This is an optimization exercise on Yosys and OpenROAD, whose aim is small area, a short achievable clock period and few clock cycles, not a production implementation.
Function was not checked in any run shown here: the RTL went through the layout flow alone.

## design/flow/config.mk

```make
export PLATFORM = sky130hd
export DESIGN_NAME = geofence
export DESIGN_NICKNAME = geofence
export VERILOG_FILES = /design/flow/design.v
export SDC_FILE = /design/flow/constraint.sdc
export NUM_CORES = 4
export LEC_CHECK = 0
export CAP_MARGIN = 20
export CORE_MARGIN = 2
export CORE_UTILIZATION = 40
export SLEW_MARGIN = 20
export SYNTH_HIERARCHICAL = 1
export SYNTH_MINIMUM_KEEP_SIZE = 0
```

## design/flow/constraint.sdc

```tcl
create_clock -name core_clock -period 13.0 [get_ports {clk}]
set_input_delay 2.6000 -clock core_clock [delete_from_list [all_inputs] [get_ports {clk}]]
set_output_delay 2.6000 -clock core_clock [all_outputs]
set_load 0.01 [all_outputs]
```

## design/flow/design.v

```verilog
module geofence ( clk,reset,X,Y,valid,is_inside);
input clk;
input reset;
input [9:0] X;
input [9:0] Y;
output valid;
output is_inside;
reg [3:0] cnt;
reg [9:0] ox, oy;
reg v_sx, v_sy, a_sx, a_sy, b_sx, b_sy;
reg [9:0] v_mx, v_my, a_mx, a_my, b_mx, b_my;
reg [11:0] v_3x, v_3y;
reg ins_r;
wire le1, eq1, le2, eq2;
xcmp u_x1(.am(a_mx), .vm(v_my), .v3m(v_3y), .an(a_my), .vn(v_mx), .v3n(v_3x), .le(le1), .eq(eq1));
xcmp u_x2(.am(b_mx), .vm(v_my), .v3m(v_3y), .an(b_my), .vn(v_mx), .v3n(v_3x), .le(le2), .eq(eq2));
function [1:0] cross_sign;
    input p_sx, p_sy;
    input [9:0] p_mx, p_my;
    input q_sx, q_sy;
    input [9:0] q_mx, q_my;
    input le, eq;
    reg sp, sq, zp, zq;
    begin
        sp = p_sx ^ q_sy;
        sq = p_sy ^ q_sx;
        zp = (p_mx == 10'd0) || (q_my == 10'd0);
        zq = (p_my == 10'd0) || (q_mx == 10'd0);
        case ({sp, sq})
            2'b00: cross_sign = {le && !eq, eq};
            2'b11: cross_sign = {!le, eq};
            2'b01: cross_sign = {1'b0, zp && zq};
            2'b10: cross_sign = {!(zp && zq), zp && zq};
        endcase
    end
endfunction
wire [1:0] c1 = cross_sign(a_sx, a_sy, a_mx, a_my, v_sx, v_sy, v_mx, v_my, le1, eq1);
wire [1:0] c2 = cross_sign(b_sx, b_sy, b_mx, b_my, v_sx, v_sy, v_mx, v_my, le2, eq2);
wire s1n = c1[1], s1z = c1[0];
wire s2n = c2[1], s2z = c2[0];
wire s1p = !s1n && !s1z;
wire s2p = !s2n && !s2z;
wire same = (a_sx == v_sx && a_mx != 10'd0 && v_mx != 10'd0) ||
            (a_sy == v_sy && a_my != 10'd0 && v_my != 10'd0);
wire hit = (s1n && !s2n) || (s1z && s2p) || (s1z && s2z && !same);
wire load = (cnt == 4'd2);
assign valid = (cnt == 4'd8);
assign is_inside = ins_r;
wire [10:0] dx = {1'b0, X} - {1'b0, ox};
wire [10:0] dy = {1'b0, Y} - {1'b0, oy};
wire [9:0] dxc = dx[9:0] ^ {10{dx[10]}};
wire [9:0] dyc = dy[9:0] ^ {10{dy[10]}};
wire [9:0] mx = dxc + {9'd0, dx[10]};
wire [9:0] my = dyc + {9'd0, dy[10]};
wire [11:0] m3x = {2'b0, mx} + {1'b0, mx, 1'b0};
wire [11:0] m3y = {2'b0, my} + {1'b0, my, 1'b0};
always @(posedge clk or posedge reset) begin
    if (reset)
        cnt <= 4'd0;
    else
        cnt <= (cnt == 4'd8) ? 4'd0 : cnt + 4'd1;
end
always @(posedge clk) begin
    if (cnt == 4'd0) begin
        ox <= X;
        oy <= Y;
    end
    v_sx <= dx[10];
    v_sy <= dy[10];
    v_mx <= mx;
    v_my <= my;
    v_3x <= m3x;
    v_3y <= m3y;
    if (load || (s1n && s2n)) begin
        a_sx <= v_sx; a_sy <= v_sy; a_mx <= v_mx; a_my <= v_my;
    end
    if (load || (s1p && s2p)) begin
        b_sx <= v_sx; b_sy <= v_sy; b_mx <= v_mx; b_my <= v_my;
    end
    ins_r <= !load && (ins_r || hit);
end
endmodule
module xcmp(am, vm, v3m, an, vn, v3n, le, eq);
input [9:0] am, vm, an, vn;
input [11:0] v3m, v3n;
output le, eq;
wire s1;
wire s2;
wire s3;
wire p4;
wire p5;
wire p6;
wire p7;
wire p8;
wire p9;
wire p10;
wire p11;
wire p12;
wire p13;
wire p14;
wire p15;
wire s16;
wire s17;
wire s18;
wire p19;
wire p20;
wire p21;
wire p22;
wire p23;
wire p24;
wire p25;
wire p26;
wire p27;
wire p28;
wire p29;
wire p30;
wire s31;
wire s32;
wire s33;
wire p34;
wire p35;
wire p36;
wire p37;
wire p38;
wire p39;
wire p40;
wire p41;
wire p42;
wire p43;
wire p44;
wire p45;
wire s46;
wire s47;
wire s48;
wire p49;
wire p50;
wire p51;
wire p52;
wire p53;
wire p54;
wire p55;
wire p56;
wire p57;
wire p58;
wire p59;
wire p60;
wire s61;
wire s62;
wire s63;
wire p64;
wire p65;
wire p66;
wire p67;
wire p68;
wire p69;
wire p70;
wire p71;
wire p72;
wire p73;
wire p74;
wire p75;
wire s76;
wire s77;
wire s78;
wire p79;
wire p80;
wire p81;
wire p82;
wire p83;
wire p84;
wire p85;
wire p86;
wire p87;
wire p88;
wire p89;
wire p90;
wire s91;
wire s92;
wire s93;
wire p94;
wire p95;
wire p96;
wire p97;
wire p98;
wire p99;
wire p100;
wire p101;
wire p102;
wire p103;
wire p104;
wire p105;
wire s106;
wire s107;
wire s108;
wire p109;
wire p110;
wire p111;
wire p112;
wire p113;
wire p114;
wire p115;
wire p116;
wire p117;
wire p118;
wire p119;
wire p120;
wire s121;
wire s122;
wire s123;
wire p124;
wire p125;
wire p126;
wire p127;
wire p128;
wire p129;
wire p130;
wire p131;
wire p132;
wire p133;
wire p134;
wire p135;
wire s136;
wire s137;
wire s138;
wire p139;
wire p140;
wire p141;
wire p142;
wire p143;
wire p144;
wire p145;
wire p146;
wire p147;
wire p148;
wire p149;
wire p150;
wire s151;
wire c152;
wire s153;
wire c154;
wire s155;
wire c156;
wire s157;
wire c158;
wire s159;
wire c160;
wire s161;
wire c162;
wire s163;
wire c164;
wire s165;
wire c166;
wire s167;
wire c168;
wire s169;
wire c170;
wire s171;
wire c172;
wire s173;
wire c174;
wire s175;
wire c176;
wire s177;
wire c178;
wire s179;
wire c180;
wire s181;
wire c182;
wire s183;
wire c184;
wire s185;
wire c186;
wire s187;
wire c188;
wire s189;
wire c190;
wire s191;
wire c192;
wire s193;
wire c194;
wire s195;
wire c196;
wire s197;
wire c198;
wire s199;
wire c200;
wire s201;
wire c202;
wire s203;
wire c204;
wire s205;
wire c206;
wire s207;
wire c208;
wire s209;
wire c210;
wire s211;
wire c212;
wire s213;
wire c214;
wire s215;
wire c216;
wire s217;
wire c218;
wire s219;
wire c220;
wire s221;
wire c222;
wire s223;
wire c224;
wire s225;
wire c226;
wire s227;
wire c228;
wire s229;
wire c230;
wire s231;
wire c232;
wire s233;
wire c234;
wire s235;
wire c236;
wire s237;
wire c238;
wire s239;
wire c240;
wire s241;
wire c242;
wire s243;
wire c244;
wire s245;
wire c246;
wire s247;
wire c248;
wire s249;
wire c250;
wire s251;
wire c252;
wire s253;
wire c254;
wire s255;
wire c256;
wire s257;
wire c258;
wire s259;
wire c260;
wire s261;
wire c262;
wire s263;
wire c264;
wire s265;
wire c266;
wire s267;
wire c268;
wire s269;
wire c270;
wire s271;
wire c272;
wire s273;
wire c274;
wire s275;
wire c276;
wire s277;
wire c278;
wire s279;
wire c280;
wire s281;
wire c282;
wire s283;
wire c284;
wire s285;
wire c286;
wire s287;
wire c288;
wire s289;
wire c290;
wire s291;
wire c292;
wire s293;
wire c294;
wire s295;
wire c296;
wire s297;
wire c298;
wire s299;
wire c300;
wire s301;
wire c302;
wire s303;
wire c304;
wire s305;
wire c306;
wire s307;
wire c308;
wire s309;
wire c310;
wire s311;
wire c312;
wire s313;
wire c314;
wire s315;
wire c316;
wire s317;
wire c318;
wire s319;
wire c320;
wire s321;
wire c322;
wire s323;
wire c324;
wire s325;
wire c326;
wire s327;
wire c328;
wire s329;
wire c330;
wire s331;
wire c332;
wire s333;
wire c334;
wire s335;
wire c336;
wire s337;
wire c338;
wire s339;
wire c340;
wire s341;
wire c342;
wire s343;
wire c344;
wire s345;
wire c346;
wire s347;
wire c348;
wire s349;
wire c350;
dec4 uds1(.a0(am[0]), .a1(am[1]), .s1(s1), .s2(s2), .s3(s3));
an2 up4(.a(am[0]), .b(vm[0]), .y(p4));
pp3 up5(.a1(s1), .a2(vm[1]), .b1(s2), .b2(vm[0]), .c1(s3), .c2(v3m[1]), .y(p5));
pp3 up6(.a1(s1), .a2(vm[2]), .b1(s2), .b2(vm[1]), .c1(s3), .c2(v3m[2]), .y(p6));
pp3 up7(.a1(s1), .a2(vm[3]), .b1(s2), .b2(vm[2]), .c1(s3), .c2(v3m[3]), .y(p7));
pp3 up8(.a1(s1), .a2(vm[4]), .b1(s2), .b2(vm[3]), .c1(s3), .c2(v3m[4]), .y(p8));
pp3 up9(.a1(s1), .a2(vm[5]), .b1(s2), .b2(vm[4]), .c1(s3), .c2(v3m[5]), .y(p9));
pp3 up10(.a1(s1), .a2(vm[6]), .b1(s2), .b2(vm[5]), .c1(s3), .c2(v3m[6]), .y(p10));
pp3 up11(.a1(s1), .a2(vm[7]), .b1(s2), .b2(vm[6]), .c1(s3), .c2(v3m[7]), .y(p11));
pp3 up12(.a1(s1), .a2(vm[8]), .b1(s2), .b2(vm[7]), .c1(s3), .c2(v3m[8]), .y(p12));
pp3 up13(.a1(s1), .a2(vm[9]), .b1(s2), .b2(vm[8]), .c1(s3), .c2(v3m[9]), .y(p13));
pp2 up14(.a1(s2), .a2(vm[9]), .b1(s3), .b2(v3m[10]), .y(p14));
an2 up15(.a(s3), .b(v3m[11]), .y(p15));
dec4 uds16(.a0(am[2]), .a1(am[3]), .s1(s16), .s2(s17), .s3(s18));
an2 up19(.a(am[2]), .b(vm[0]), .y(p19));
pp3 up20(.a1(s16), .a2(vm[1]), .b1(s17), .b2(vm[0]), .c1(s18), .c2(v3m[1]), .y(p20));
pp3 up21(.a1(s16), .a2(vm[2]), .b1(s17), .b2(vm[1]), .c1(s18), .c2(v3m[2]), .y(p21));
pp3 up22(.a1(s16), .a2(vm[3]), .b1(s17), .b2(vm[2]), .c1(s18), .c2(v3m[3]), .y(p22));
pp3 up23(.a1(s16), .a2(vm[4]), .b1(s17), .b2(vm[3]), .c1(s18), .c2(v3m[4]), .y(p23));
pp3 up24(.a1(s16), .a2(vm[5]), .b1(s17), .b2(vm[4]), .c1(s18), .c2(v3m[5]), .y(p24));
pp3 up25(.a1(s16), .a2(vm[6]), .b1(s17), .b2(vm[5]), .c1(s18), .c2(v3m[6]), .y(p25));
pp3 up26(.a1(s16), .a2(vm[7]), .b1(s17), .b2(vm[6]), .c1(s18), .c2(v3m[7]), .y(p26));
pp3 up27(.a1(s16), .a2(vm[8]), .b1(s17), .b2(vm[7]), .c1(s18), .c2(v3m[8]), .y(p27));
pp3 up28(.a1(s16), .a2(vm[9]), .b1(s17), .b2(vm[8]), .c1(s18), .c2(v3m[9]), .y(p28));
pp2 up29(.a1(s17), .a2(vm[9]), .b1(s18), .b2(v3m[10]), .y(p29));
an2 up30(.a(s18), .b(v3m[11]), .y(p30));
dec4 uds31(.a0(am[4]), .a1(am[5]), .s1(s31), .s2(s32), .s3(s33));
an2 up34(.a(am[4]), .b(vm[0]), .y(p34));
pp3 up35(.a1(s31), .a2(vm[1]), .b1(s32), .b2(vm[0]), .c1(s33), .c2(v3m[1]), .y(p35));
pp3 up36(.a1(s31), .a2(vm[2]), .b1(s32), .b2(vm[1]), .c1(s33), .c2(v3m[2]), .y(p36));
pp3 up37(.a1(s31), .a2(vm[3]), .b1(s32), .b2(vm[2]), .c1(s33), .c2(v3m[3]), .y(p37));
pp3 up38(.a1(s31), .a2(vm[4]), .b1(s32), .b2(vm[3]), .c1(s33), .c2(v3m[4]), .y(p38));
pp3 up39(.a1(s31), .a2(vm[5]), .b1(s32), .b2(vm[4]), .c1(s33), .c2(v3m[5]), .y(p39));
pp3 up40(.a1(s31), .a2(vm[6]), .b1(s32), .b2(vm[5]), .c1(s33), .c2(v3m[6]), .y(p40));
pp3 up41(.a1(s31), .a2(vm[7]), .b1(s32), .b2(vm[6]), .c1(s33), .c2(v3m[7]), .y(p41));
pp3 up42(.a1(s31), .a2(vm[8]), .b1(s32), .b2(vm[7]), .c1(s33), .c2(v3m[8]), .y(p42));
pp3 up43(.a1(s31), .a2(vm[9]), .b1(s32), .b2(vm[8]), .c1(s33), .c2(v3m[9]), .y(p43));
pp2 up44(.a1(s32), .a2(vm[9]), .b1(s33), .b2(v3m[10]), .y(p44));
an2 up45(.a(s33), .b(v3m[11]), .y(p45));
dec4 uds46(.a0(am[6]), .a1(am[7]), .s1(s46), .s2(s47), .s3(s48));
an2 up49(.a(am[6]), .b(vm[0]), .y(p49));
pp3 up50(.a1(s46), .a2(vm[1]), .b1(s47), .b2(vm[0]), .c1(s48), .c2(v3m[1]), .y(p50));
pp3 up51(.a1(s46), .a2(vm[2]), .b1(s47), .b2(vm[1]), .c1(s48), .c2(v3m[2]), .y(p51));
pp3 up52(.a1(s46), .a2(vm[3]), .b1(s47), .b2(vm[2]), .c1(s48), .c2(v3m[3]), .y(p52));
pp3 up53(.a1(s46), .a2(vm[4]), .b1(s47), .b2(vm[3]), .c1(s48), .c2(v3m[4]), .y(p53));
pp3 up54(.a1(s46), .a2(vm[5]), .b1(s47), .b2(vm[4]), .c1(s48), .c2(v3m[5]), .y(p54));
pp3 up55(.a1(s46), .a2(vm[6]), .b1(s47), .b2(vm[5]), .c1(s48), .c2(v3m[6]), .y(p55));
pp3 up56(.a1(s46), .a2(vm[7]), .b1(s47), .b2(vm[6]), .c1(s48), .c2(v3m[7]), .y(p56));
pp3 up57(.a1(s46), .a2(vm[8]), .b1(s47), .b2(vm[7]), .c1(s48), .c2(v3m[8]), .y(p57));
pp3 up58(.a1(s46), .a2(vm[9]), .b1(s47), .b2(vm[8]), .c1(s48), .c2(v3m[9]), .y(p58));
pp2 up59(.a1(s47), .a2(vm[9]), .b1(s48), .b2(v3m[10]), .y(p59));
an2 up60(.a(s48), .b(v3m[11]), .y(p60));
dec4 uds61(.a0(am[8]), .a1(am[9]), .s1(s61), .s2(s62), .s3(s63));
an2 up64(.a(am[8]), .b(vm[0]), .y(p64));
pp3 up65(.a1(s61), .a2(vm[1]), .b1(s62), .b2(vm[0]), .c1(s63), .c2(v3m[1]), .y(p65));
pp3 up66(.a1(s61), .a2(vm[2]), .b1(s62), .b2(vm[1]), .c1(s63), .c2(v3m[2]), .y(p66));
pp3 up67(.a1(s61), .a2(vm[3]), .b1(s62), .b2(vm[2]), .c1(s63), .c2(v3m[3]), .y(p67));
pp3 up68(.a1(s61), .a2(vm[4]), .b1(s62), .b2(vm[3]), .c1(s63), .c2(v3m[4]), .y(p68));
pp3 up69(.a1(s61), .a2(vm[5]), .b1(s62), .b2(vm[4]), .c1(s63), .c2(v3m[5]), .y(p69));
pp3 up70(.a1(s61), .a2(vm[6]), .b1(s62), .b2(vm[5]), .c1(s63), .c2(v3m[6]), .y(p70));
pp3 up71(.a1(s61), .a2(vm[7]), .b1(s62), .b2(vm[6]), .c1(s63), .c2(v3m[7]), .y(p71));
pp3 up72(.a1(s61), .a2(vm[8]), .b1(s62), .b2(vm[7]), .c1(s63), .c2(v3m[8]), .y(p72));
pp3 up73(.a1(s61), .a2(vm[9]), .b1(s62), .b2(vm[8]), .c1(s63), .c2(v3m[9]), .y(p73));
pp2 up74(.a1(s62), .a2(vm[9]), .b1(s63), .b2(v3m[10]), .y(p74));
an2 up75(.a(s63), .b(v3m[11]), .y(p75));
dec4 uds76(.a0(an[0]), .a1(an[1]), .s1(s76), .s2(s77), .s3(s78));
nd2 up79(.a(an[0]), .b(vn[0]), .y(p79));
pp3n up80(.a1(s76), .a2(vn[1]), .b1(s77), .b2(vn[0]), .c1(s78), .c2(v3n[1]), .y(p80));
pp3n up81(.a1(s76), .a2(vn[2]), .b1(s77), .b2(vn[1]), .c1(s78), .c2(v3n[2]), .y(p81));
pp3n up82(.a1(s76), .a2(vn[3]), .b1(s77), .b2(vn[2]), .c1(s78), .c2(v3n[3]), .y(p82));
pp3n up83(.a1(s76), .a2(vn[4]), .b1(s77), .b2(vn[3]), .c1(s78), .c2(v3n[4]), .y(p83));
pp3n up84(.a1(s76), .a2(vn[5]), .b1(s77), .b2(vn[4]), .c1(s78), .c2(v3n[5]), .y(p84));
pp3n up85(.a1(s76), .a2(vn[6]), .b1(s77), .b2(vn[5]), .c1(s78), .c2(v3n[6]), .y(p85));
pp3n up86(.a1(s76), .a2(vn[7]), .b1(s77), .b2(vn[6]), .c1(s78), .c2(v3n[7]), .y(p86));
pp3n up87(.a1(s76), .a2(vn[8]), .b1(s77), .b2(vn[7]), .c1(s78), .c2(v3n[8]), .y(p87));
pp3n up88(.a1(s76), .a2(vn[9]), .b1(s77), .b2(vn[8]), .c1(s78), .c2(v3n[9]), .y(p88));
pp2n up89(.a1(s77), .a2(vn[9]), .b1(s78), .b2(v3n[10]), .y(p89));
nd2 up90(.a(s78), .b(v3n[11]), .y(p90));
dec4 uds91(.a0(an[2]), .a1(an[3]), .s1(s91), .s2(s92), .s3(s93));
nd2 up94(.a(an[2]), .b(vn[0]), .y(p94));
pp3n up95(.a1(s91), .a2(vn[1]), .b1(s92), .b2(vn[0]), .c1(s93), .c2(v3n[1]), .y(p95));
pp3n up96(.a1(s91), .a2(vn[2]), .b1(s92), .b2(vn[1]), .c1(s93), .c2(v3n[2]), .y(p96));
pp3n up97(.a1(s91), .a2(vn[3]), .b1(s92), .b2(vn[2]), .c1(s93), .c2(v3n[3]), .y(p97));
pp3n up98(.a1(s91), .a2(vn[4]), .b1(s92), .b2(vn[3]), .c1(s93), .c2(v3n[4]), .y(p98));
pp3n up99(.a1(s91), .a2(vn[5]), .b1(s92), .b2(vn[4]), .c1(s93), .c2(v3n[5]), .y(p99));
pp3n up100(.a1(s91), .a2(vn[6]), .b1(s92), .b2(vn[5]), .c1(s93), .c2(v3n[6]), .y(p100));
pp3n up101(.a1(s91), .a2(vn[7]), .b1(s92), .b2(vn[6]), .c1(s93), .c2(v3n[7]), .y(p101));
pp3n up102(.a1(s91), .a2(vn[8]), .b1(s92), .b2(vn[7]), .c1(s93), .c2(v3n[8]), .y(p102));
pp3n up103(.a1(s91), .a2(vn[9]), .b1(s92), .b2(vn[8]), .c1(s93), .c2(v3n[9]), .y(p103));
pp2n up104(.a1(s92), .a2(vn[9]), .b1(s93), .b2(v3n[10]), .y(p104));
nd2 up105(.a(s93), .b(v3n[11]), .y(p105));
dec4 uds106(.a0(an[4]), .a1(an[5]), .s1(s106), .s2(s107), .s3(s108));
nd2 up109(.a(an[4]), .b(vn[0]), .y(p109));
pp3n up110(.a1(s106), .a2(vn[1]), .b1(s107), .b2(vn[0]), .c1(s108), .c2(v3n[1]), .y(p110));
pp3n up111(.a1(s106), .a2(vn[2]), .b1(s107), .b2(vn[1]), .c1(s108), .c2(v3n[2]), .y(p111));
pp3n up112(.a1(s106), .a2(vn[3]), .b1(s107), .b2(vn[2]), .c1(s108), .c2(v3n[3]), .y(p112));
pp3n up113(.a1(s106), .a2(vn[4]), .b1(s107), .b2(vn[3]), .c1(s108), .c2(v3n[4]), .y(p113));
pp3n up114(.a1(s106), .a2(vn[5]), .b1(s107), .b2(vn[4]), .c1(s108), .c2(v3n[5]), .y(p114));
pp3n up115(.a1(s106), .a2(vn[6]), .b1(s107), .b2(vn[5]), .c1(s108), .c2(v3n[6]), .y(p115));
pp3n up116(.a1(s106), .a2(vn[7]), .b1(s107), .b2(vn[6]), .c1(s108), .c2(v3n[7]), .y(p116));
pp3n up117(.a1(s106), .a2(vn[8]), .b1(s107), .b2(vn[7]), .c1(s108), .c2(v3n[8]), .y(p117));
pp3n up118(.a1(s106), .a2(vn[9]), .b1(s107), .b2(vn[8]), .c1(s108), .c2(v3n[9]), .y(p118));
pp2n up119(.a1(s107), .a2(vn[9]), .b1(s108), .b2(v3n[10]), .y(p119));
nd2 up120(.a(s108), .b(v3n[11]), .y(p120));
dec4 uds121(.a0(an[6]), .a1(an[7]), .s1(s121), .s2(s122), .s3(s123));
nd2 up124(.a(an[6]), .b(vn[0]), .y(p124));
pp3n up125(.a1(s121), .a2(vn[1]), .b1(s122), .b2(vn[0]), .c1(s123), .c2(v3n[1]), .y(p125));
pp3n up126(.a1(s121), .a2(vn[2]), .b1(s122), .b2(vn[1]), .c1(s123), .c2(v3n[2]), .y(p126));
pp3n up127(.a1(s121), .a2(vn[3]), .b1(s122), .b2(vn[2]), .c1(s123), .c2(v3n[3]), .y(p127));
pp3n up128(.a1(s121), .a2(vn[4]), .b1(s122), .b2(vn[3]), .c1(s123), .c2(v3n[4]), .y(p128));
pp3n up129(.a1(s121), .a2(vn[5]), .b1(s122), .b2(vn[4]), .c1(s123), .c2(v3n[5]), .y(p129));
pp3n up130(.a1(s121), .a2(vn[6]), .b1(s122), .b2(vn[5]), .c1(s123), .c2(v3n[6]), .y(p130));
pp3n up131(.a1(s121), .a2(vn[7]), .b1(s122), .b2(vn[6]), .c1(s123), .c2(v3n[7]), .y(p131));
pp3n up132(.a1(s121), .a2(vn[8]), .b1(s122), .b2(vn[7]), .c1(s123), .c2(v3n[8]), .y(p132));
pp3n up133(.a1(s121), .a2(vn[9]), .b1(s122), .b2(vn[8]), .c1(s123), .c2(v3n[9]), .y(p133));
pp2n up134(.a1(s122), .a2(vn[9]), .b1(s123), .b2(v3n[10]), .y(p134));
nd2 up135(.a(s123), .b(v3n[11]), .y(p135));
dec4 uds136(.a0(an[8]), .a1(an[9]), .s1(s136), .s2(s137), .s3(s138));
nd2 up139(.a(an[8]), .b(vn[0]), .y(p139));
pp3n up140(.a1(s136), .a2(vn[1]), .b1(s137), .b2(vn[0]), .c1(s138), .c2(v3n[1]), .y(p140));
pp3n up141(.a1(s136), .a2(vn[2]), .b1(s137), .b2(vn[1]), .c1(s138), .c2(v3n[2]), .y(p141));
pp3n up142(.a1(s136), .a2(vn[3]), .b1(s137), .b2(vn[2]), .c1(s138), .c2(v3n[3]), .y(p142));
pp3n up143(.a1(s136), .a2(vn[4]), .b1(s137), .b2(vn[3]), .c1(s138), .c2(v3n[4]), .y(p143));
pp3n up144(.a1(s136), .a2(vn[5]), .b1(s137), .b2(vn[4]), .c1(s138), .c2(v3n[5]), .y(p144));
pp3n up145(.a1(s136), .a2(vn[6]), .b1(s137), .b2(vn[5]), .c1(s138), .c2(v3n[6]), .y(p145));
pp3n up146(.a1(s136), .a2(vn[7]), .b1(s137), .b2(vn[6]), .c1(s138), .c2(v3n[7]), .y(p146));
pp3n up147(.a1(s136), .a2(vn[8]), .b1(s137), .b2(vn[7]), .c1(s138), .c2(v3n[8]), .y(p147));
pp3n up148(.a1(s136), .a2(vn[9]), .b1(s137), .b2(vn[8]), .c1(s138), .c2(v3n[9]), .y(p148));
pp2n up149(.a1(s137), .a2(vn[9]), .b1(s138), .b2(v3n[10]), .y(p149));
nd2 up150(.a(s138), .b(v3n[11]), .y(p150));
xn2 us151(.a(p12), .b(p25), .y(s151));
or2 uc152(.a(p12), .b(p25), .y(c152));
fa3 us153(.a(p13), .b(p26), .c(p39), .s(s153), .co(c154));
fa3 us155(.a(p14), .b(p27), .c(p40), .s(s155), .co(c156));
fa3 us157(.a(p15), .b(p28), .c(p41), .s(s157), .co(c158));
assign s159 = ~p29;
assign c160 = p29;
assign s161 = ~p30;
assign c162 = p30;
assign s163 = ~p8;
assign c164 = p8;
ha2 us165(.a(p9), .b(p22), .s(s165), .co(c166));
xn2 us167(.a(p10), .b(p23), .y(s167));
or2 uc168(.a(p10), .b(p23), .y(c168));
fa3 us169(.a(p36), .b(p49), .c(p85), .s(s169), .co(c170));
fa3 us171(.a(p11), .b(p24), .c(p37), .s(s171), .co(c172));
fa3 us173(.a(p50), .b(p86), .c(p99), .s(s173), .co(c174));
fa3 us175(.a(p38), .b(p51), .c(p64), .s(s175), .co(c176));
fa3 us177(.a(p87), .b(p100), .c(p113), .s(s177), .co(c178));
ha2 us179(.a(p126), .b(p139), .s(s179), .co(c180));
fa3 us181(.a(p52), .b(p65), .c(p88), .s(s181), .co(c182));
fa3 us183(.a(p101), .b(p114), .c(p127), .s(s183), .co(c184));
fa3 us185(.a(p140), .b(s153), .c(c152), .s(s185), .co(c186));
fa3 us187(.a(p53), .b(p66), .c(p89), .s(s187), .co(c188));
fa3 us189(.a(p102), .b(p115), .c(p128), .s(s189), .co(c190));
fa3 us191(.a(p141), .b(s155), .c(c154), .s(s191), .co(c192));
fa3 us193(.a(p54), .b(p67), .c(p90), .s(s193), .co(c194));
fa3 us195(.a(p103), .b(p116), .c(p129), .s(s195), .co(c196));
fa3 us197(.a(p142), .b(s157), .c(c156), .s(s197), .co(c198));
fa3 us199(.a(p42), .b(p55), .c(p68), .s(s199), .co(c200));
fa3 us201(.a(p104), .b(p117), .c(p130), .s(s201), .co(c202));
fa3 us203(.a(p143), .b(s159), .c(c158), .s(s203), .co(c204));
fa3 us205(.a(p43), .b(p56), .c(p69), .s(s205), .co(c206));
fa3 us207(.a(p105), .b(p118), .c(p131), .s(s207), .co(c208));
fa3 us209(.a(p144), .b(s161), .c(c160), .s(s209), .co(c210));
fa3 us211(.a(p44), .b(p57), .c(p70), .s(s211), .co(c212));
fa3 us213(.a(p119), .b(p132), .c(p145), .s(s213), .co(c214));
xn2 us215(.a(p45), .b(p58), .y(s215));
or2 uc216(.a(p45), .b(p58), .y(c216));
ha2 us217(.a(p71), .b(p120), .s(s217), .co(c218));
assign s219 = ~p6;
assign c220 = p6;
ha2 us221(.a(p7), .b(p20), .s(s221), .co(c222));
fa3 us223(.a(p21), .b(p34), .c(p83), .s(s223), .co(c224));
ha2 us225(.a(p96), .b(p109), .s(s225), .co(c226));
fa3 us227(.a(p35), .b(p84), .c(p97), .s(s227), .co(c228));
fa3 us229(.a(p110), .b(s165), .c(c164), .s(s229), .co(c230));
fa3 us231(.a(p98), .b(p111), .c(p124), .s(s231), .co(c232));
fa3 us233(.a(s167), .b(s169), .c(c166), .s(s233), .co(c234));
fa3 us235(.a(p112), .b(p125), .c(s171), .s(s235), .co(c236));
fa3 us237(.a(s173), .b(c168), .c(c170), .s(s237), .co(c238));
fa3 us239(.a(s151), .b(s175), .c(s177), .s(s239), .co(c240));
fa3 us241(.a(s179), .b(c172), .c(c174), .s(s241), .co(c242));
fa3 us243(.a(s181), .b(s183), .c(s185), .s(s243), .co(c244));
fa3 us245(.a(c176), .b(c178), .c(c180), .s(s245), .co(c246));
fa3 us247(.a(s187), .b(s189), .c(s191), .s(s247), .co(c248));
fa3 us249(.a(c182), .b(c184), .c(c186), .s(s249), .co(c250));
fa3 us251(.a(s193), .b(s195), .c(s197), .s(s251), .co(c252));
fa3 us253(.a(c188), .b(c190), .c(c192), .s(s253), .co(c254));
fa3 us255(.a(s199), .b(s201), .c(s203), .s(s255), .co(c256));
fa3 us257(.a(c194), .b(c196), .c(c198), .s(s257), .co(c258));
fa3 us259(.a(s205), .b(s207), .c(s209), .s(s259), .co(c260));
fa3 us261(.a(c200), .b(c202), .c(c204), .s(s261), .co(c262));
fa3 us263(.a(c162), .b(s211), .c(s213), .s(s263), .co(c264));
fa3 us265(.a(c206), .b(c208), .c(c210), .s(s265), .co(c266));
fa3 us267(.a(p133), .b(p146), .c(s215), .s(s267), .co(c268));
fa3 us269(.a(s217), .b(c212), .c(c214), .s(s269), .co(c270));
fa3 us271(.a(p59), .b(p72), .c(p134), .s(s271), .co(c272));
fa3 us273(.a(p147), .b(c216), .c(c218), .s(s273), .co(c274));
xn2 us275(.a(p60), .b(p73), .y(s275));
or2 uc276(.a(p60), .b(p73), .y(c276));
ha2 us277(.a(p135), .b(p148), .s(s277), .co(c278));
ha2 us279(.a(p19), .b(p81), .s(s279), .co(c280));
fa3 us281(.a(p82), .b(p95), .c(s221), .s(s281), .co(c282));
fa3 us283(.a(s163), .b(s223), .c(s225), .s(s283), .co(c284));
fa3 us285(.a(s227), .b(s229), .c(c224), .s(s285), .co(c286));
fa3 us287(.a(s231), .b(s233), .c(c228), .s(s287), .co(c288));
fa3 us289(.a(s235), .b(s237), .c(c232), .s(s289), .co(c290));
fa3 us291(.a(s239), .b(s241), .c(c236), .s(s291), .co(c292));
fa3 us293(.a(s243), .b(s245), .c(c240), .s(s293), .co(c294));
fa3 us295(.a(s247), .b(s249), .c(c244), .s(s295), .co(c296));
fa3 us297(.a(s251), .b(s253), .c(c248), .s(s297), .co(c298));
fa3 us299(.a(s255), .b(s257), .c(c252), .s(s299), .co(c300));
fa3 us301(.a(s259), .b(s261), .c(c256), .s(s301), .co(c302));
fa3 us303(.a(s263), .b(s265), .c(c260), .s(s303), .co(c304));
fa3 us305(.a(s267), .b(s269), .c(c264), .s(s305), .co(c306));
fa3 us307(.a(s271), .b(s273), .c(c268), .s(s307), .co(c308));
fa3 us309(.a(s275), .b(s277), .c(c272), .s(s309), .co(c310));
fa3 us311(.a(p74), .b(p149), .c(c276), .s(s311), .co(c312));
assign s313 = ~p75;
assign c314 = p75;
ha2 us315(.a(p94), .b(s219), .s(s315), .co(c316));
fa3 us317(.a(c220), .b(s281), .c(c280), .s(s317), .co(c318));
fa3 us319(.a(c222), .b(s283), .c(c282), .s(s319), .co(c320));
fa3 us321(.a(c226), .b(s285), .c(c284), .s(s321), .co(c322));
fa3 us323(.a(c230), .b(s287), .c(c286), .s(s323), .co(c324));
fa3 us325(.a(c234), .b(s289), .c(c288), .s(s325), .co(c326));
fa3 us327(.a(c238), .b(s291), .c(c290), .s(s327), .co(c328));
fa3 us329(.a(c242), .b(s293), .c(c292), .s(s329), .co(c330));
fa3 us331(.a(c246), .b(s295), .c(c294), .s(s331), .co(c332));
fa3 us333(.a(c250), .b(s297), .c(c296), .s(s333), .co(c334));
fa3 us335(.a(c254), .b(s299), .c(c298), .s(s335), .co(c336));
fa3 us337(.a(c258), .b(s301), .c(c300), .s(s337), .co(c338));
fa3 us339(.a(c262), .b(s303), .c(c302), .s(s339), .co(c340));
fa3 us341(.a(c266), .b(s305), .c(c304), .s(s341), .co(c342));
fa3 us343(.a(c270), .b(s307), .c(c306), .s(s343), .co(c344));
fa3 us345(.a(c274), .b(s309), .c(c308), .s(s345), .co(c346));
fa3 us347(.a(c278), .b(s311), .c(c310), .s(s347), .co(c348));
fa3 us349(.a(p150), .b(s313), .c(c312), .s(s349), .co(c350));
wire [20:0] r1 = {c314, s349, s347, s345, s343, s341, s339, s337, s335, s333, s331, s329, s327, s325, s323, s321, s319, s317, s279, p5, p4};
wire [20:0] r2 = {c350, c348, c346, c344, c342, c340, c338, c336, c334, c332, c330, c328, c326, c324, c322, c320, c318, c316, s315, p80, p79};
csz u_sz(.r1(r1), .r2(r2), .le(le), .eq(eq));
endmodule
module csz(r1, r2, le, eq);
input [20:0] r1, r2;
output le, eq;
wire [20:0] g0, p0;
wire [19:0] g1, p1, g2, p2, g3, p3, g4, p4, g5, p5;
genvar i;
generate for (i = 0; i < 21; i = i + 1) begin : hb
    ha2 u(.a(r1[i]), .b(r2[i]), .s(p0[i]), .co(g0[i]));
end endgenerate
generate for (i = 0; i < 20; i = i + 1) begin : pf
    if (i % 2 == 1) begin
        assign g1[i] = g0[i] | (p0[i] & g0[i - 1]);
        assign p1[i] = p0[i] & p0[i - 1];
    end else begin
        assign g1[i] = g0[i]; assign p1[i] = p0[i];
    end
    if (i % 4 >= 2) begin
        assign g2[i] = g1[i] | (p1[i] & g1[i - i % 4 + 1]);
        assign p2[i] = p1[i] & p1[i - i % 4 + 1];
    end else begin
        assign g2[i] = g1[i]; assign p2[i] = p1[i];
    end
    if (i % 8 >= 4) begin
        assign g3[i] = g2[i] | (p2[i] & g2[i - i % 8 + 3]);
        assign p3[i] = p2[i] & p2[i - i % 8 + 3];
    end else begin
        assign g3[i] = g2[i]; assign p3[i] = p2[i];
    end
    if (i % 16 >= 8) begin
        assign g4[i] = g3[i] | (p3[i] & g3[i - i % 16 + 7]);
        assign p4[i] = p3[i] & p3[i - i % 16 + 7];
    end else begin
        assign g4[i] = g3[i]; assign p4[i] = p3[i];
    end
    if (i % 32 >= 16) begin
        assign g5[i] = g4[i] | (p4[i] & g4[i - i % 32 + 15]);
        assign p5[i] = p4[i] & p4[i - i % 32 + 15];
    end else begin
        assign g5[i] = g4[i]; assign p5[i] = p4[i];
    end
end endgenerate
assign le = p0[20] ^ g5[19];
assign eq = &p0;
endmodule
module dec4(a0, a1, s1, s2, s3);
input a0, a1;
output s1, s2, s3;
assign s1 = a0 & ~a1;
assign s2 = ~a0 & a1;
assign s3 = a0 & a1;
endmodule
module pp3(a1, a2, b1, b2, c1, c2, y);
input a1, a2, b1, b2, c1, c2;
output y;
assign y = (a1 & a2) | (b1 & b2) | (c1 & c2);
endmodule
module pp3n(a1, a2, b1, b2, c1, c2, y);
input a1, a2, b1, b2, c1, c2;
output y;
assign y = ~((a1 & a2) | (b1 & b2) | (c1 & c2));
endmodule
module pp2(a1, a2, b1, b2, y);
input a1, a2, b1, b2;
output y;
assign y = (a1 & a2) | (b1 & b2);
endmodule
module pp2n(a1, a2, b1, b2, y);
input a1, a2, b1, b2;
output y;
assign y = ~((a1 & a2) | (b1 & b2));
endmodule
module an2(a, b, y);
input a, b;
output y;
assign y = a & b;
endmodule
module nd2(a, b, y);
input a, b;
output y;
assign y = ~(a & b);
endmodule
module xn2(a, b, y);
input a, b;
output y;
assign y = ~(a ^ b);
endmodule
module or2(a, b, y);
input a, b;
output y;
assign y = a | b;
endmodule
module fa3(a, b, c, s, co);
input a, b, c;
output s, co;
assign s = a ^ b ^ c;
assign co = (a & b) | (c & (a ^ b));
endmodule
module ha2(a, b, s, co);
input a, b;
output s, co;
assign s = a ^ b;
assign co = a & b;
endmodule
```

## design/flow/flow/run.sh

```bash
#!/bin/bash
# The standard layout, with ORFS's timing repair aiming for a setup slack of
# $MARGIN ns (a shorter period than the constraint's) instead of the default.
set -euo pipefail
MARGIN=$(cat flow/margin.txt)
bash standard.sh SETUP_SLACK_MARGIN=$MARGIN finish > make_finish.log 2>&1
```

## design/flow/flow/margin.txt

```
7
```

## design/flow/standard.sh

```bash
#!/bin/bash
# synth_recipe.tcl (not shown) runs the flow's synth.tcl, then flattens the netlist and writes it again
# the make line also repeats each setting of config.mk as NAME=value (left out here)
make -C /OpenROAD-flow-scripts/flow DESIGN_CONFIG=/design/flow/config.mk WORK_HOME=/design/flow/orfs CLKGATE_MAP_FILE= SYNTH_SCRIPT=/design/flow/synth_recipe.tcl "${@:-finish}"
```

==> flow_summary.ini, run 1 <==
[critical_path]
worstPathArrival_ns = 6.42
cpLargestDelayFamily = compound AO/OA/AOI/OAI gates
start_kind = input port
crit_path_cell_trace = buf_12 -> inv_12 -> ha_4 -> inv_2 -> fa_2 -> a211oi_2 -> o21a_2 -> o32ai_4 -> or2_4 -> xnor2_4 -> ha_4 -> xnor2_2 -> xnor2_2 -> ha_1 -> a21o_1 -> a21oi_2 -> o32a_1 -> o21bai_2 -> a31o_2 -> a2111oi_4 -> nor3_1
ff2ff_setup_slack_ns = 6.94
worst-path-max-fanout = 4
reg2reg_from = v_mx[4]
cp.depth = 21
rr_worst_depth = 16
path_class = in2reg
critPathBufInv = 3
critical_path.max_stage_delay_ns = 0.36
critical_path.endpoint_type = register
slowest_stage = fa_2
r2r_end = a_mx[0]
required_ns = 13.29

[floorplanning]
dieArea_um2 = 35600
start_util_pct = 40.7
die_width_um = 189
core_um2 = 33500
die_y_um = 189
num_rows = 67
io-pin-count = 24

[final_layout]
area_delta_synth_final_pct = 20.7
seq_area_um2 = 2930
multiInputGateArea_um2 = 10900
nets = 1655
antenna_cells = 0
final_area_um2 = 16500
drive_above_1_share_pct = 21.0
fillers = 3098

[timing]
tns_ns = 0
period_needed_ns = 6.12
max_freq_ghz = 0.163
clock_skew_ns = 0.0108
finalHoldViolCount = 0
rsz0062_at_grt = yes
drv_slew = 0
post-route-period-util_pct = 47.1
finalSetupViolCount = 0
slew_headroom_pct = 16.6
tightest_slew_ns = 1.25

[grt]
antenna_found_initial = 0
grt_max_degree = 24
track_usage_pct = 23.1
grt_pass1_wl_mm = 64.5
grt.overflow.total = 0
grt_pass1_vias = 11900

[hold_path]
hold-path-cell-count = 1
min_to = cnt[0]
hold_path.startpoint = cnt[0]
hold_path_class = reg2reg

[clocking]
clockRootBuffer = clkbuf_16
numCtsBuffers = 17
cts-hold-fix-buffers = 0
clkSinkCount = 113
clk_pin_slew_ns = 0.06
cts_tree = yes
cts_max_path_buffers = 2
htree_levels = 4
insertion_delay_ns = 0.43

[outcome]
outcome = timing/DRC/antenna clean

[placed_design]
place_hpwl_mm = 28.7
portBuffers = 23
dpl-instance-area_um2 = 14600
place_congestion = 0.888

[drt]
ant_nets = 0
vias = 11800
drt_pass1_iterations = 27
wire_per_inst_um = 22.8
drc = 0
viasPerCell = 6.48
wl_mm = 41.6
drtIter0Drc = 2580

[synthesis]
syn_avg_cell_area_um2 = 11.0
dominantRegCellSynth = edfxtp_1
ys_ff_latch = 113
ys_types = 89
yosys_warnings = 7
syn_inst = 1243
ys_seq_area_share_pct = 21.4
synth_edf_count = 64
syn_nets = 1534
async_flop_share_pct = 3.54
netlist_area_um2 = 13600

[run]
max_cap_viol_count = 0
per-module statistics from Yosys, one instance, submodules excluded, a selection:
module	cell area [um^2]	cells inside
pp2n	12.5	1
xn2	8.76	1
geofence	5990	519
dec4	22.5	3
pp2	8.76	1
or2	6.26	1
placed cells by master (no fill, tap or decap), types with 7 or more instances in the layout:
| cell type | Yosys | routed |
|---|---|---|
| dfxtp_1 | 45 | 40 |
| nor2_1 | 28 | 27 |
| nand4_1 | 7 | 7 |
| and2_1 | 23 | 23 |
| a222oi_1 | 180 | 180 |
| a21o_1 | 12 | 12 |
| ha_1 | 99 | 82 |
| a21oi_2 | 2 | 8 |
| xnor2_1 | 47 | 40 |
| o21ai_1 | 3 | 7 |
| or2_1 | 9 | 8 |
| nor3_1 | 22 | 18 |
| dlymetal6s2s_1 | 0 | 8 |
| xnor2_2 | 1 | 7 |
| fa_1 | 170 | 165 |
| nor2b_1 | 23 | 16 |
| and2_2 | 20 | 16 |
| a21oi_1 | 45 | 36 |
| o21ai_0 | 24 | 16 |
| xor2_1 | 28 | 26 |
| edfxtp_1 | 64 | 64 |
| nand3_1 | 15 | 13 |
| a22o_1 | 12 | 12 |
| clkbuf_16 | 0 | 18 |
| buf_4 | 0 | 71 |
| and2b_2 | 20 | 14 |
| inv_1 | 142 | 138 |
| ha_4 | 0 | 14 |
| nand2_1 | 58 | 53 |
| clkdlybuf4s50_1 | 0 | 11 |
| nor4_1 | 17 | 14 |
| a22oi_2 | 11 | 11 |
metal layers:
metal,wire length [um],GRT usage [%]
met1,16200,31.1
met2,18800,35.8
met3,4800,5.49
met4,1810,9.41
met5,0,0
repair_timing:
action	4_1_cts	5_1_grt
buffers inserted	28	38
pin swaps	30	80
gates cloned	2	5
hold endpoints to repair	0	0
resized for setup	67	72
endpoints found under the setup margin	62	55
logic make-up (layout without fill, tap and decap cells):
logic type / after synthesis / count (layout) / share of synthesized area, %
AO/OA/AOI/OAI: 352 / 353 / 22.7
XOR/XNOR: 78 / 78 / 5.26
adder cells (fa/ha/maj): 269 / 269 / 34.0
multiplexers: 6 / 6 / 0.440
buffers and inverters: 147 / 275 / 4.23
flip-flops: 113 / 113 / 21.4
AND/OR/NAND/NOR: 278 / 283 / 11.9
cells in the mapped netlist, types with 3 or more instances:
cell | instances | area share, %
and3_1 | 5 | 0.23
o21ai_0 | 24 | 0.88
nand3_1 | 15 | 0.55
or2_1 | 9 | 0.41
nor2b_1 | 23 | 1.1
a22o_1 | 12 | 0.77
and2b_2 | 20 | 1.3
o31ai_1 | 4 | 0.22
a22oi_2 | 11 | 1.0
nand2b_1 | 6 | 0.28
o211ai_1 | 6 | 0.33
edfxtp_1 | 64 | 14
ha_1 | 99 | 9.1
and2_2 | 20 | 1.1
a21oi_1 | 45 | 1.7
nor2_1 | 28 | 0.77
o21ai_1 | 3 | 0.11
and2_1 | 23 | 1.1
xnor2_1 | 47 | 3.0
inv_1 | 142 | 3.9
nand4_1 | 7 | 0.32
a21o_1 | 12 | 0.66
a222oi_1 | 180 | 13
nor3_1 | 22 | 0.81
a211oi_1 | 4 | 0.22
or2_2 | 4 | 0.18
nand2_1 | 58 | 1.6
dfxtp_1 | 45 | 6.6
xor2_1 | 28 | 1.8
mux2i_1 | 6 | 0.44
o21bai_1 | 7 | 0.39
o21a_1 | 4 | 0.22
dfrtp_1 | 4 | 0.73
nor4_1 | 17 | 0.78
fa_1 | 170 | 25
through the flow:
| step | utilization (%) | hold WS, ns | setup WS (ns) | cells |
|---|---|---|---|---|
| CTS | 47.1 | 0.487 | 6.85 | 1782 |
| global route | 49.1 | 0.507 | 6.69 | 1825 |
| floorplan | - | 0.454 | 6.72 | 1243 |
| detailed placement | 43.7 | 0.479 | 5.54 | 1720 |
| finish | 49.1 | 0.481 | 6.88 | 1825 |
| global placement | 43.7 | 0.474 | 5.68 | 1720 |
state kept, by name, indices dropped and copies added, names as in the netlist:
register,cells
a_mx,10
a_my,10
a_sx,1
a_sy,1
b_mx,10
b_my,10
b_sx,1
b_sy,1
cnt,4
ins_r,1
ox,10
oy,10
v_3x,12
v_3y,12
v_mx,9
v_my,9
v_sx,1
v_sy,1
worst max-delay path by stage:
stage / from / end / slack, ns
finish: Y[0] / v_3y[10] / 6.88
global route: Y[5] / v_3y[10] / 6.69
CTS: Y[0] / v_3y[9] / 6.85
detailed placement: Y[0] / v_3y[10] / 5.54
global placement: Y[0] / v_3y[10] / 5.68
floorplan: Y[0] / v_3y[10] / 6.72
cell type report:
| cell class | instances | area share, % |
|---|---|---|
| clock buffer | 21 | 2.73 |
| multi-input combinational | 989 | 66.2 |
| inverter | 143 | 3.38 |
| sequential | 113 | 17.8 |
| tap | 448 | 3.40 |
| clock inverter | 11 | 1.12 |
| timing repair buffer | 100 | 5.42 |
==> run 2: changes to the inputs <==
--- a/design/flow/design.v
+++ b/design/flow/design.v
@@ -46,14 +46,11 @@
 wire load = (cnt == 4'd2);
 assign valid = (cnt == 4'd8);
 assign is_inside = ins_r;
-wire [10:0] dx = {1'b0, X} - {1'b0, ox};
-wire [10:0] dy = {1'b0, Y} - {1'b0, oy};
-wire [9:0] dxc = dx[9:0] ^ {10{dx[10]}};
-wire [9:0] dyc = dy[9:0] ^ {10{dy[10]}};
-wire [9:0] mx = dxc + {9'd0, dx[10]};
-wire [9:0] my = dyc + {9'd0, dy[10]};
-wire [11:0] m3x = {2'b0, mx} + {1'b0, mx, 1'b0};
-wire [11:0] m3y = {2'b0, my} + {1'b0, my, 1'b0};
+wire [9:0] mx, my;
+wire [11:0] m3x, m3y;
+wire nx, ny;    
+absx u_ax(.x(X), .o(ox), .m(mx), .m3(m3x), .neg(nx));
+absx u_ay(.x(Y), .o(oy), .m(my), .m3(m3y), .neg(ny));
 always @(posedge clk or posedge reset) begin
     if (reset)
         cnt <= 4'd0;
@@ -65,8 +62,8 @@
         ox <= X;
         oy <= Y;
     end
-    v_sx <= dx[10];
-    v_sy <= dy[10];
+    v_sx <= nx;
+    v_sy <= ny;
     v_mx <= mx;
     v_my <= my;
     v_3x <= m3x;
@@ -780,3 +777,51 @@
 assign s = a ^ b;
 assign co = a & b;
 endmodule
+module absx(x, o, m, m3, neg);
+input [9:0] x, o;
+output neg;
+output [9:0] m;
+output [11:0] m3;
+wire [9:0] g = x & ~o;
+wire [9:0] p = ~(x ^ o);
+wire [9:0] G1, P1, G2, P2, G3, P3, G4, P4;
+genvar i;
+generate for (i = 0; i < 10; i = i + 1) begin : pf
+    if (i % 2 == 1) begin
+        assign G1[i] = g[i] | (p[i] & g[i-1]); assign P1[i] = p[i] & p[i-1];
+    end else begin assign G1[i] = g[i]; assign P1[i] = p[i]; end
+    if (i % 4 >= 2) begin
+        assign G2[i] = G1[i] | (P1[i] & G1[i - i%4 + 1]); assign P2[i] = P1[i] & P1[i - i%4 + 1];
+    end else begin assign G2[i] = G1[i]; assign P2[i] = P1[i]; end
+    if (i % 8 >= 4) begin
+        assign G3[i] = G2[i] | (P2[i] & G2[i - i%8 + 3]); assign P3[i] = P2[i] & P2[i - i%8 + 3];
+    end else begin assign G3[i] = G2[i]; assign P3[i] = P2[i]; end
+    if (i % 16 >= 8) begin
+        assign G4[i] = G3[i] | (P3[i] & G3[i - i%16 + 7]); assign P4[i] = P3[i] & P3[i - i%16 + 7];
+    end else begin assign G4[i] = G3[i]; assign P4[i] = P3[i]; end
+end endgenerate
+wire co = G4[9];            
+assign neg = ~co;
+wire [9:0] c = {G4[8:0] | (P4[8:0] & {9{co}}), co};
+assign m = p ^ c ^ {10{~co}};
+wire [10:0] a3 = {1'b0, m};
+wire [10:0] b3 = {m, 1'b0};
+wire [10:0] h = a3 ^ b3;
+wire [10:0] k = a3 & b3;
+wire [10:0] K1, Q1, K2, Q2, K3, Q3, K4, Q4;
+generate for (i = 0; i < 11; i = i + 1) begin : pf3
+    if (i % 2 == 1) begin
+        assign K1[i] = k[i] | (h[i] & k[i-1]); assign Q1[i] = h[i] & h[i-1];
+    end else begin assign K1[i] = k[i]; assign Q1[i] = h[i]; end
+    if (i % 4 >= 2) begin
+        assign K2[i] = K1[i] | (Q1[i] & K1[i - i%4 + 1]); assign Q2[i] = Q1[i] & Q1[i - i%4 + 1];
+    end else begin assign K2[i] = K1[i]; assign Q2[i] = Q1[i]; end
+    if (i % 8 >= 4) begin
+        assign K3[i] = K2[i] | (Q2[i] & K2[i - i%8 + 3]); assign Q3[i] = Q2[i] & Q2[i - i%8 + 3];
+    end else begin assign K3[i] = K2[i]; assign Q3[i] = Q2[i]; end
+    if (i % 16 >= 8) begin
+        assign K4[i] = K3[i] | (Q3[i] & K3[i - i%16 + 7]); assign Q4[i] = Q3[i] & Q3[i - i%16 + 7];
+    end else begin assign K4[i] = K3[i]; assign Q4[i] = Q3[i]; end
+end endgenerate
+assign m3 = {K4[10], h ^ {K4[9:0], 1'b0}};
+endmodule
==> design/flow/flow/margin.txt (replaced) <==
7.5
==> run 2 against run 1 <==
  * Wire length grew 2.6%
  * Critical path depth is 2 lower
  * Critical path type is now reg2reg
  * Global-route usage increased by 1.1 points
  * Fmax increased by 4.5%
  * Via count fell by 0.61%
==> flow_summary.ini, run 2 <==
[grt]
antenna_found_initial = 0
grt_pass1_vias = 11900
met3_usage_pct = 7.79
track_usage_pct = 24.2
grt_max_degree = 24
top_usage_layer = met2
grt.overflow.total = 0
met1_usage_pct = 31.2
use_met2_pct = 38.2
grt_pass1_wl_mm = 66.2

[timing]
post-route-period-util_pct = 45.1
max_freq_ghz = 0.171
clock_skew_ns = 0.0142
finalSetupViolCount = 0
tightest_slew_ns = 0.969
finalHoldViolCount = 0
drv_slew = 0
rsz0062_at_grt = yes
period_needed_ns = 5.86
slew_headroom_pct = 35.3
tns_ns = 0

[floorplanning]
num_rows = 66
start_util_pct = 40.7
die_y_um = 186
io-pin-count = 24
die_width_um = 186
dieArea_um2 = 34800
core_um2 = 32700

[final_layout]
seq_area_um2 = 2930
antenna_cells = 0
largest_registers = v_3x (11), v_3y (11)
fin_cells = 1827
multiInputGateArea_um2 = 10700
drive_above_1_share_pct = 24.6
nets = 1657
final_cell_mix = 180 x a222oi_1, 160 x fa_1, 146 x inv_1
mostFrequentLayoutCell = a222oi_1
area_delta_synth_final_pct = 22.5
fillers = 2971
final_util_pct = 49.9

[critical_path]
rr_worst_depth = 19
ff2ff_setup_slack_ns = 7.14
required_ns = 13.16
r2r_end = b_sx
critical_path.endpoint_type = register
worstPathArrival_ns = 6.02
worst-path-max-fanout = 6
reg2reg_from = a_mx[0]
path_class = reg2reg
start_kind = register

[synthesis]
syn_inst = 1229
syn_avg_cell_area_um2 = 10.8
syn_nets = 1514
netlist_area_um2 = 13300
yosys_warnings = 7

[clocking]
insertion_delay_ns = 0.41
clk_pin_slew_ns = 0.05
numCtsBuffers = 17
clkSinkCount = 113
clockRootBuffer = clkbuf_16
cts_tree = yes
cts_max_path_buffers = 2
cts-hold-fix-buffers = 0
htree_levels = 4

[drt]
drc = 0
wire_per_inst_um = 23.3
ant_nets = 0
vias = 11700
viasPerCell = 6.43
drtIter0Drc = 2915
drt_pass1_iterations = 13
wl_mm = 42.6

[outcome]
outcome = timing/DRC/antenna clean

[placed_design]
dpl.cell_count = 1710
place_hpwl_mm = 29.0
portBuffers = 23
place_congestion = 0.880

[hold_path]
hold-path-cell-count = 1
hold_path_class = reg2reg
min_to = cnt[0]
hold_path.startpoint = cnt[0]

[run]
max_cap_viol_count = 0
-- run 2: critical path, stage by stage (launching register included) --
cell      delay (ns)
edfxtp_1        0.42
and2b_2         0.28
buf_4           0.16
a22o_1          0.25
fa_2            0.58
fa_1            0.45
fa_2            0.55
fa_1            0.43
fa_2            0.53
ha_1            0.25
nand2_4         0.09
nor3_4          0.05
a211oi_2        0.24
a21oi_2         0.10
nor4_4          0.35
nor2b_2         0.22
a31oi_1         0.11
o21ai_2         0.17
nor2_4          0.10
a21o_4          0.27
-- run 2: worst max-delay path by stage --
stage	end	slack [ns]	from	cells past startpoint
2_1_floorplan	v_3x[8]	7.31	X[1]	15
3_3_place_gp	v_3y[8]	6.60	Y[5]	15
3_5_place_dp	v_3x[8]	6.50	X[5]	15
4_1_cts	b_my[8]	7.25	a_mx[0]	19
5_1_grt	b_my[8]	6.93	a_mx[2]	19
6_report	b_sx	7.14	a_mx[0]	19
-- run 2: final cells by class --
class | count | share of cell area, %
repair buffers | 120 | 5.71
multi-input cells | 966 | 65.6
flip-flops and latches | 113 | 18.0
well taps | 442 | 3.39
clock inverters | 9 | 0.805
inverters | 154 | 3.57
clock buffers | 23 | 2.93
-- run 2: metrics by stage --
step           area [um^2]  setup slack (ns)  hold WS [ns]
3_5_place_dp         14500              6.50         0.484
4_1_cts              16100              7.25         0.494
6_report             16300              7.14         0.492
5_1_grt              16300              6.93         0.511
2_1_floorplan        13600              7.31         0.454
3_3_place_gp         14500              6.60         0.480
-- run 2: timing repair --
action / CTS / global route
buffers inserted: 57 / 22
gates cloned: 6 / 0
pin swaps: 93 / 44
endpoints found under the setup margin: 61 / 54
resized for setup: 128 / 37
-- run 2: layer usage --
layer,up-vias,wire (um)
li1,5097,-
met1,5724,16400
met4,0,1840
met5,-,0
met2,812,19200
met3,112,5210

[static timing again, ports no longer ideal]
No port has a modelled driver above. Below, the same layouts with a new extraction and two added sets of constraints. Step 1 (the two cells are an assumption about what drives the block):
set clk [get_ports {clk}]
set_driving_cell -lib_cell sky130_fd_sc_hd__clkbuf_16 $clk
set_driving_cell -lib_cell sky130_fd_sc_hd__buf_2 [delete_from_list [all_inputs] $clk]
Step 2 also shifts input and output timing later by t, the mid clock arrival at the registers, as if the neighbouring blocks saw the same clock. Slacks: ideal / step 1 / step 2; pairs: ideal / step 1.
run	t, ns	slack for setup (ns)	worst register clock-pin slew, ns	worst slew at a driven data input, ns
run 1	0.471	6.878 / 6.882 / 6.411	0.06 / 0.06	0.06
run 2	0.447	7.142 / 7.142 / 7.142	0.06 / 0.06	0.03
After both steps every run listed still meets setup and hold. For run 1, which loses most, drivers alone change the setup slack by +0.004 ns; drivers and shift together by -0.467 ns.
